This design comes from an exercise in tuning for small area on the open sky130 flow, not from production work.
Function was checked by simulation only, so behaviour that the tests miss may differ from the original.
Power is estimated from default activity; no workload was simulated.

## design/flow/config.mk

```make
export PLATFORM = sky130hd
export DESIGN_NAME = trs80_rs232
export DESIGN_NICKNAME = trs80_rs232
export VERILOG_FILES = /design/flow/design.v
export SDC_FILE = /design/flow/constraint.sdc
export NUM_CORES = 4
export LEC_CHECK = 0
export CAP_MARGIN = 20
export CORE_MARGIN = 2
export CORE_UTILIZATION = 40
export SLEW_MARGIN = 20
```

## design/flow/design.v

```verilog
module gen_uart_tr_1602(
	input        reset,
	input        clk,
	input        rx_clk_en,  
	input        tx_clk_en,  
	input  [7:0] din,
	output [7:0] dout,
	input        thrl,   
	output       pe,     
	output       fe,     
	output       oe,     
	output reg   thre,   
	output       tre,    
	output       dr,     
	input        drr_n,  
	input        crl,  
	input        pi,   
	input        sbs,  
	input  [1:0] wls,  
	input        epe,  
	input        rx,
	output       tx
);
reg   [1:0] wordlen;
reg         parity_en;
reg         parity_even;
reg   [7:0] tdr;
reg         tx_start;
wire        tx_busy;
assign      tre = ~tx_busy;
always @(posedge clk) begin
	if (reset) begin
		thre <= 1;
		tx_start <= 0;
		parity_en <= 0;
		parity_even <= 0;
		wordlen <= 0;
	end else begin
		if (crl) {parity_en, parity_even, wordlen} <= {~pi, epe, ~wls};
		tx_start <= 0;
		if (thrl) begin
			tdr <= din;
			thre <= 0;
		end
		if (!thrl & !thre & !tx_busy) begin
			tx_start <= 1;
			thre <= 1;
		end
	end
end
gen_uart_rx #(.ALT_OVR(1'b1)) gen_uart_rx(
	.reset(reset),
	.reset_flags(!drr_n),
	.clk(clk),
	.clk_en(rx_clk_en),
	.clk_mult(2'd1),
	.wordlen(wordlen),
	.parity_en(parity_en),
	.parity_ctrl({1'b0, parity_even}),
	.rx_data(dout),
	.rx(rx),
	.rx_echo(),
	.fe(fe),
	.pe(pe),
	.ovr(oe),
	.full(dr)
);
gen_uart_tx gen_uart_tx(
	.reset(reset),
	.clk(clk),
	.clk_en(tx_clk_en),
	.clk_mult(2'd1),
	.wordlen(wordlen),
	.parity_en(parity_en),
	.parity_ctrl({1'b0, parity_even}),
	.tx_data(tdr),
	.start(tx_start),
	.busy(tx_busy),
	.tx(tx)
);
endmodule
module gen_uart_rx(
	input        reset,
	input        reset_flags,
	input        clk,
	input        clk_en,
	input  [1:0] clk_mult,  
	input  [1:0] wordlen,  
	input        parity_en,
	input  [1:0] parity_ctrl,  
	output reg [7:0] rx_data,
	input        rx,
	output reg   rx_echo,
	output reg   pe,
	output reg   fe,
	output reg   ovr,
	output reg   full
);
parameter ALT_OVR = 1'b0;
reg  [5:0] cnt;
reg  [5:0] start_pos;
reg  [7:0] shift_reg;
reg  [3:0] bit_cnt;
reg        bit_en;
reg        parity;
reg        parity_err;
reg  [7:0] rx_next;
reg  [3:0] rx_filter;
reg        rx_filtered;
wire       rx_in = |clk_mult ? rx_filtered : rx;
always @(posedge clk) begin
	if (reset) begin
		cnt <= 0;
		bit_en <= 0;
		rx_filter <= 4'b1111;
		rx_filtered <= 1;
	end else begin
		bit_en <= 0;
		if (clk_en) begin
			rx_filter <= { rx, rx_filter[3:1] };
			if ({ rx, rx_filter[3:1] }  == 4'b0000) rx_filtered <= 0;
			if ({ rx, rx_filter[3:1] }  == 4'b1111) rx_filtered <= 1;
			cnt <= cnt + 1'd1;
			case (clk_mult)
				1: bit_en <= cnt[3:0] == (start_pos[3:0] + 4'd7);
				2: bit_en <= cnt == (start_pos + 6'd31);
				default: bit_en <= 1;
			endcase
		end
	end
end
always @(*)
	case (wordlen)
		1: rx_next = { 1'd0, shift_reg[7:1] };
		2: rx_next = { 2'd0, shift_reg[7:2] };
		3: rx_next = { 3'd0, shift_reg[7:3] };
		default: rx_next = shift_reg[7:0];
	endcase
always @(*)
	case (parity_ctrl)
		0: parity_err = ~(^rx_next ^ parity);  
		1: parity_err = ^rx_next ^ parity;  
		default: parity_err = 0;
	endcase
always @(posedge clk) begin
	if (reset) begin
		pe <= 0;
		fe <= 0;
		ovr <= 0;
		full <= 0;
		bit_cnt <= 0;
		rx_data <= 0;
		start_pos <= 0;
		shift_reg <= 0;
	end else begin
		if (reset_flags) begin
			fe <= 0;
			ovr <= 0;
			pe <= 0;
			full <= 0;
		end
		if (bit_en) rx_echo <= rx_in;
		if (bit_cnt == 0 && !rx_in) begin
			bit_cnt <= 4'd10 - wordlen + parity_en;
			start_pos <= cnt;  
		end
		if (bit_en && bit_cnt != 0) begin
			bit_cnt <= bit_cnt - 1'd1;
			shift_reg <= { rx_in, shift_reg[7:1] };
			if (bit_cnt == 2) begin
				parity <= rx_in;
				if (parity_en) shift_reg <= shift_reg;  
			end
			if (bit_cnt == 1) begin
				full <= 1;
				if (!rx_in)  
					fe <= 1;
				if (ALT_OVR) begin
					if (full) ovr <= 1;
					rx_data <= rx_next;
					pe <= parity_err & parity_en;
				end else begin
					if (full)
						ovr <= 1;
					else begin
						rx_data <= rx_next;
						pe <= parity_err & parity_en;
					end
				end
			end
		end
	end
end
endmodule
module gen_uart_tx(
	input        reset,
	input        clk,
	input        clk_en,
	input  [1:0] clk_mult,  
	input  [1:0] wordlen,  
	input        parity_en,
	input  [1:0] parity_ctrl,  
	input  [7:0] tx_data,
	input        start,
	output       busy,
	output       tx
);
reg  [5:0] cnt;
reg [11:0] shift_reg;
reg  [3:0] bit_cnt;
reg        bit_en;
reg        parity;
always @(*) begin
	if (!parity_en)
		parity = 1;
	else case (parity_ctrl)
		0: parity = ~^tx_data;  
		1: parity = ^tx_data;  
		2: parity = 1;  
		default: parity = 0;  
	endcase
end
always @(posedge clk) begin
	if (reset) begin
		cnt <= 0;
		bit_en <= 0;
	end else begin
		bit_en <= 0;
		if (clk_en) begin
			cnt <= cnt + 1'd1;
			case (clk_mult)
				0: bit_en <= 1;
				1: bit_en <= cnt[3:0] == 0;
				default: bit_en <= cnt == 0;
			endcase
		end
	end
end
assign busy = bit_cnt != 0;
assign tx = shift_reg[0];
always @(posedge clk) begin
	reg start_d;
	if (reset) begin
		bit_cnt <= 0;
		start_d <= 0;
		shift_reg[0] <= 1;
	end else begin
		start_d <= start;
		if (start & ~start_d) begin
			bit_cnt <= 4'd11 - wordlen + parity_en;
			shift_reg <= { 1'b1, parity, tx_data, 1'b0, 1'b1 };
			case (wordlen)
				1: shift_reg[10:9] <= {1'b1, parity};
				2: shift_reg[10:8] <= {2'b11, parity};
				3: shift_reg[10:7] <= {3'b111, parity};
				default: ;
			endcase
		end
		if (bit_en && bit_cnt != 0) begin
			bit_cnt <= bit_cnt - 1'd1;
			shift_reg <= { 1'b1, shift_reg[10:1] };
		end
	end
end
endmodule
module trs80_rs232 (
	input         clk,
	input         reset,
	input   [7:0] cfg,
	input   [2:0] addr,
	input         e8,
	input         in,
	input         out,
	input   [7:0] din,
	output reg [7:0] dout,
	output        oe,
	input         uart_rx,
	input         uart_cts,
	output        uart_tx,
	output reg    uart_rts
);
assign     oe = e8 & !addr[2] & in;
wire [7:0] uart_dout;
reg        uart_reset, send_break;
wire       thrl, pe, fe, ove, tre, thre, dr, tx;
assign     uart_tx = send_break ? 1'b1 : tx;
reg  [3:0] tx_baud, rx_baud;
wire       rx_clk_en, tx_clk_en;
always @(*) begin
	case (addr[1:0])
		0: dout = {uart_cts, 1'b0  , 1'b0  , 1'b0  , 3'b111, uart_rx};
		1: dout = ~cfg;
		2: dout = {dr, thre, ove, fe, pe, 3'b111};
		3: dout = uart_dout;
		default: ;
	endcase
end
always @(posedge clk) begin
	uart_reset <= 0;
	if (reset) begin
		uart_reset <= 1;
		{tx_baud, rx_baud} <= 8'd0;
		{send_break, uart_rts} <= 2'b00;
	end else
	if (e8 & !addr[2] & out)
		case (addr[1:0])
			0: uart_reset <= 1;
			1: {tx_baud, rx_baud} <= din;
			2: {send_break, uart_rts} <= {~din[2], din[1]};
			default: ;
		endcase
end
trs80_rs232_clockdiv rx_clock(clk, reset, rx_baud, rx_clk_en);
trs80_rs232_clockdiv tx_clock(clk, reset, tx_baud, tx_clk_en);
gen_uart_tr_1602 tr_1602(
	.clk(clk),
	.reset(uart_reset),
	.rx_clk_en(rx_clk_en),  
	.tx_clk_en(tx_clk_en),  
	.din(din),
	.dout(uart_dout),
	.thrl(e8 & addr == 3'b011 & out),   
	.pe(pe),       
	.fe(fe),       
	.oe(ove),      
	.thre(thre),   
	.tre(tre),     
	.dr(dr),       
	.drr_n(~(e8 & addr == 3'b011 & in)),  
	.crl(e8 & addr == 3'b010 & out),  
	.pi(din[3]),   
	.sbs(din[4]),  
	.wls({din[5], din[6]}),  
	.epe(din[7]),  
	.rx(uart_rx),
	.tx(tx)
);
endmodule
module trs80_rs232_clockdiv (
	input clk,  
	input reset,
	input [3:0] div,
	output reg div_en
);
reg  [15:0] cnt;
reg  [15:0] val;
always @(*) begin
	case (div)
		0: val=52499;  
		1: val=34999;  
		2: val=23863;  
		3: val=19516;  
		4: val=17499;  
		5: val=8749;  
		6: val=4374;  
		7: val=2187;  
		8: val=1457;  
		9: val=1312;  
		10: val=1093;  
		11: val=728;  
		12: val=546;  
		13: val=364;  
		14: val=272;  
		15: val=136;  
		default: ;
	endcase
end
always @(posedge clk) begin
	div_en <= 0;
	if (reset)
		cnt <= 0;
	else begin
		cnt <= cnt + 1'd1;
		if (cnt == val) begin
			cnt <= 0;
			div_en <= 1;
		end
	end
end
endmodule
```

## design/flow/run.sh

```bash
#!/bin/bash
# synth_recipe.tcl (not shown) runs the flow's synth.tcl, then flattens the netlist and writes it again
# the make line also repeats each setting of config.mk as NAME=value (left out here)
make -C /OpenROAD-flow-scripts/flow DESIGN_CONFIG=/design/flow/config.mk WORK_HOME=/design/flow/orfs CLKGATE_MAP_FILE= SYNTH_SCRIPT=/design/flow/synth_recipe.tcl finish
```

## design/flow/constraint.sdc

```tcl
create_clock -name core_clock -period 10.0 [get_ports {clk}]
set_input_delay 2.0000 -clock core_clock [delete_from_list [all_inputs] [get_ports {clk}]]
set_output_delay 2.0000 -clock core_clock [all_outputs]
set_load 0.01 [all_outputs]
```

==> key figures <==
Worst setup path
  • Worst reg-to-reg path cell count: 6
  • CP Launch Type: primary input
  • Maximum fanout along the worst path: 15
  • Endpoint kind of the worst setup timing path: output port
  • RR Endpoint: tr_1602.gen_uart_tx.shift_reg[1]
  • CP Data Required Time: about 8.0 ns
  • Critical path startpoint: addr[1]
  • Reg2Reg Setup Slack: 7.28 ns
  • Critical path class: in2out
  • Critical path destination: dout[3]
  • Critical R2R Launch: tr_1602.gen_uart_tx.bit_cnt[0]
  • CP arrival: 4.13 ns

Timing
  • Final number of hold-violating endpoints: 0
  • Setup TNS: 0 ns
  • Endpoints failing setup: 0
  • Normalized max-slew margin: 0.444
  • Final worst-path cycle share: 0.613
  • Pin slew with the least headroom to its limit: 0.832 ns
  • F_max: approximately 160 MHz
  • Final count of pins violating max slew: 0
  • Fin crit period: 6.13 ns
  • Unrepaired setup endpoints after global routing: no
  • Worst Hold Slack: 0.457 ns
  • Post-route clock skew: 0.00945 ns

Detailed routing
  • Number of detailed-routing iterations run before antenna repair: 5
  • DRC violation count after routing: 0
  • Via density: 5.17
  • Final Routed Wirelength: 15.3 mm
  • Post-route antenna net violation count: 0
  • First-iteration detailed-routing DRC count: 387
  • Vias post-DR: 5322
  • Average routed wire per standard cell: 14.9 um

Logic synthesis
  • Synthesized netlist cell count: 770
  • Count of flip-flops with a built-in enable after synthesis: 19
  • Leading post-synthesis cells by instance count: 131 x sky130_fd_sc_hd__dfxtp_1, 120 x sky130_fd_sc_hd__nor2_1, 66 x sky130_fd_sc_hd__nand2_1
  • Async set-reset flop share out of synthesis: 0
  • Most area-hungry cell type in the Yosys netlist: sky130_fd_sc_hd__dfxtp_1
  • Sequential element share of the synthesized area: 0.448
  • Mapped cell area: 7130 um2
  • Most instantiated library cell after synthesis: sky130_fd_sc_hd__dfxtp_1
  • Synth warnings: 5
  • Post-synthesis register bit count: 150
  • Largest cells by area after synthesis: sky130_fd_sc_hd__dfxtp_1 37%, sky130_fd_sc_hd__edfxtp_1 8.0%, sky130_fd_sc_hd__xor2_1 6.8%
  • Area share of the leading cell type in the synthesized netlist: 0.368
  • Synthesized netlist net count: roughly 830
  • Number of distinct library cells after synthesis: ~70
  • Main synth FF type: sky130_fd_sc_hd__dfxtp_1
  • Synthesized area per cell: 9.26 um2

CTS
  • Hold_buf cts: 0
  • Cts bufs inserted: 17
  • H-tree lvl count: 4
  • Buffer type at the clock tree root: sky130_fd_sc_hd__clkbuf_16
  • Post-CTS setup buffer count: 0
  • Clock transition time at the flip-flop clock pins of the worst setup and hold paths: 0.06 ns
  • PostCTS Resize Cnt: 0
  • Sinks on the clock net: 150
  • Clock insertion delay at the later pin of the skew report: 0.43 ns
  • CTS tree: done
  • Deepest clock path buffer count: 2

Floorplanning
  • Num rows: 48
  • Top-level I/O count: 37
  • Placeable core area: 17400 um2
  • Starting utilization of the core area: 0.411
  • Die area: 18900 um2
  • Horizontal die dimension: 138 um
  • Vertical die dimension: 138 um

Pwr
  • Internal Dissipation: 1.02 mW
  • Switching power summed over all nets: 315 uW
  • Sequential power share: 0.467
  • Share of power burned in the clock network: 0.493
  • P_leak: approximately 3.3 nW
  • Fraction of power consumed by combinational cells: 0.041
  • Switch share: 0.236
  • Power density normalized to cell area: 162 nW/um2
  • Worst ir drop on vdd: ~0.12 mV

Place
  • Number of placed instances, taps included: ~1000
  • Port bufs: 36
  • DP Area: 7640 um2
  • DP Wirelength: 11.2 mm
  • Final Wtd Congestion: 0.794

Global route
  • Number of antenna violations at the first check in global routing: 0
  • Number of global-route vias before repair: slightly above 5000
  • Grt total ovfl: 0
  • GR Util All Layers: 0.173
  • Pin count of the biggest net entering global routing: 39
  • Wire length of the first global-routing pass: 25.1 mm

Finish
  • Final Instance Count excl. Fillers: roughly 1000
  • Share of cells above drive strength 1: 0.0720
  • Antenna Diode Count: 0
  • Area of all placed cells without fillers: 8240 um2
  • Nets@finish: 848
  • Count of fill cells added during filler insertion: 1592
  • Synth-to-Final Area Change: 15.5%

Flow run
  • Number of maximum-capacitance violations: 0

Hold path
  • Class of the most critical hold timing path: reg2reg

Outcome
  • Result of the run: no timing/DRC/antenna violations
## cell usage in the layout, fill, tap and decap left out, types with 4 or more instances in the layout
cell type and count:
sky130_fd_sc_hd__dfxtp_1 130, sky130_fd_sc_hd__nor2_1 120, sky130_fd_sc_hd__nand2_1 66, sky130_fd_sc_hd__xor2_1 55, sky130_fd_sc_hd__a21oi_1 36, sky130_fd_sc_hd__clkdlybuf4s50_1 36, sky130_fd_sc_hd__ha_1 30, sky130_fd_sc_hd__mux2i_1 29
sky130_fd_sc_hd__xnor2_1 28, sky130_fd_sc_hd__inv_1 23, sky130_fd_sc_hd__nand3_1 21, sky130_fd_sc_hd__edfxtp_1 19, sky130_fd_sc_hd__nor3_1 17, sky130_fd_sc_hd__o21ai_0 17, sky130_fd_sc_hd__clkbuf_16 17, sky130_fd_sc_hd__nand4_1 13
sky130_fd_sc_hd__a211oi_1 10, sky130_fd_sc_hd__inv_6 10, sky130_fd_sc_hd__nor4_1 9, sky130_fd_sc_hd__nor2b_1 7, sky130_fd_sc_hd__o22ai_1 7, sky130_fd_sc_hd__a31oi_1 7, sky130_fd_sc_hd__mux2_2 6, sky130_fd_sc_hd__or3_1 5
sky130_fd_sc_hd__and2_1 5, sky130_fd_sc_hd__a21o_1 4, sky130_fd_sc_hd__and3_1 4, sky130_fd_sc_hd__or2_2 4, sky130_fd_sc_hd__clkinv_1 4
## layer usage
metal  part of all wire  vias up  track usage
met3              0.032       21       0.0361
met2               0.50      108        0.296
li1                   -     2687            -
met1               0.45     2506        0.209
met4              0.020        0       0.0745
met5                  0        -            0
## worst min path at each step
stage	start	endpoint	slack (ns)	depth (start not counted)
floorplan	tr_1602.thre	tr_1602.tx_start	0.42	1
global placement	tr_1602.thre	tr_1602.tx_start	0.45	1
detailed placement	tr_1602.thre	tr_1602.tx_start	0.45	1
CTS	tr_1602.thre	tr_1602.tx_start	0.46	1
global route	tr_1602.tx_start	flop	0.49	1
finish	tr_1602.thre	tr_1602.tx_start	0.46	1
## power groups by stage
stage / clock [mW] / sequential, mW / combinational, mW
2_1_floorplan: 0 / 0.632 / 0.0318
3_3_place_gp: 0 / 0.635 / 0.0535
3_5_place_dp: 0 / 0.635 / 0.0546
4_1_cts: 0.666 / 0.622 / 0.0548
5_1_grt: 0.696 / 0.622 / 0.0596
6_report: 0.657 / 0.622 / 0.0544
## metrics by stage
stage	total power, mW	util	setup slack (ns)
2_1_floorplan	0.663	-	5.16
3_3_place_gp	0.689	0.440	3.88
4_1_cts	1.34	0.475	3.88
5_1_grt	1.38	0.475	3.79
6_report	1.33	0.475	3.87
3_5_place_dp	0.690	0.440	3.89
## cell type report
type / instances / area, um2 / share of cell area
multi-input cells: 556 / 3680 / 0.446
flip-flops and latches: 150 / 3190 / 0.388
clock buffers: 17 / 425 / 0.0516
repair buffers: 38 / 375 / 0.0456
well taps: 225 / 282 / 0.0342
clock inverters: 15 / 176 / 0.0214
inverters: 29 / 109 / 0.0132
## kinds of logic after synthesis
logic type	Yosys count	synth area share
compound gates	116	0.108
xor+xnor	85	0.108
fa+ha+maj	30	0.0526
buf+inv	64	0.0368
flops	150	0.448
mux	37	0.0570
simple gates	288	0.189
## worst max-delay path, stage by stage
cell and delay (ns):
sky130_fd_sc_hd__clkdlybuf4s50_1 0.89, sky130_fd_sc_hd__and2b_1 0.28, sky130_fd_sc_hd__a22oi_1 0.34, sky130_fd_sc_hd__clkdlybuf4s50_1 0.62

-- separate check: timing with driven ports --
In the flow no input, the clock included, has a driving cell. The finished layout below was timed again as built, in two steps.
Step 1 assumes that a clkbuf_16 drives the clock port and a buf_2 every other input.
Step 2, shift: input delay + t, output delay - t, t = (earliest + latest rising clock arrival at the registers) / 2. This alone moves slack from input paths to output paths.
a / b / c = ideal / step 1 / step 2; a / b = the first two.
t, ns: 0.471
setup WS [ns]: 3.865 / 3.840 / 3.840
worst hold slack (ns): 0.457 / 0.457 / 0.457
worst register clock-pin slew, ns: 0.07 / 0.07
After both steps this run still meets setup and hold. The setup slack of this run moves by -0.025 ns with the drivers and by -0.025 ns with both steps.
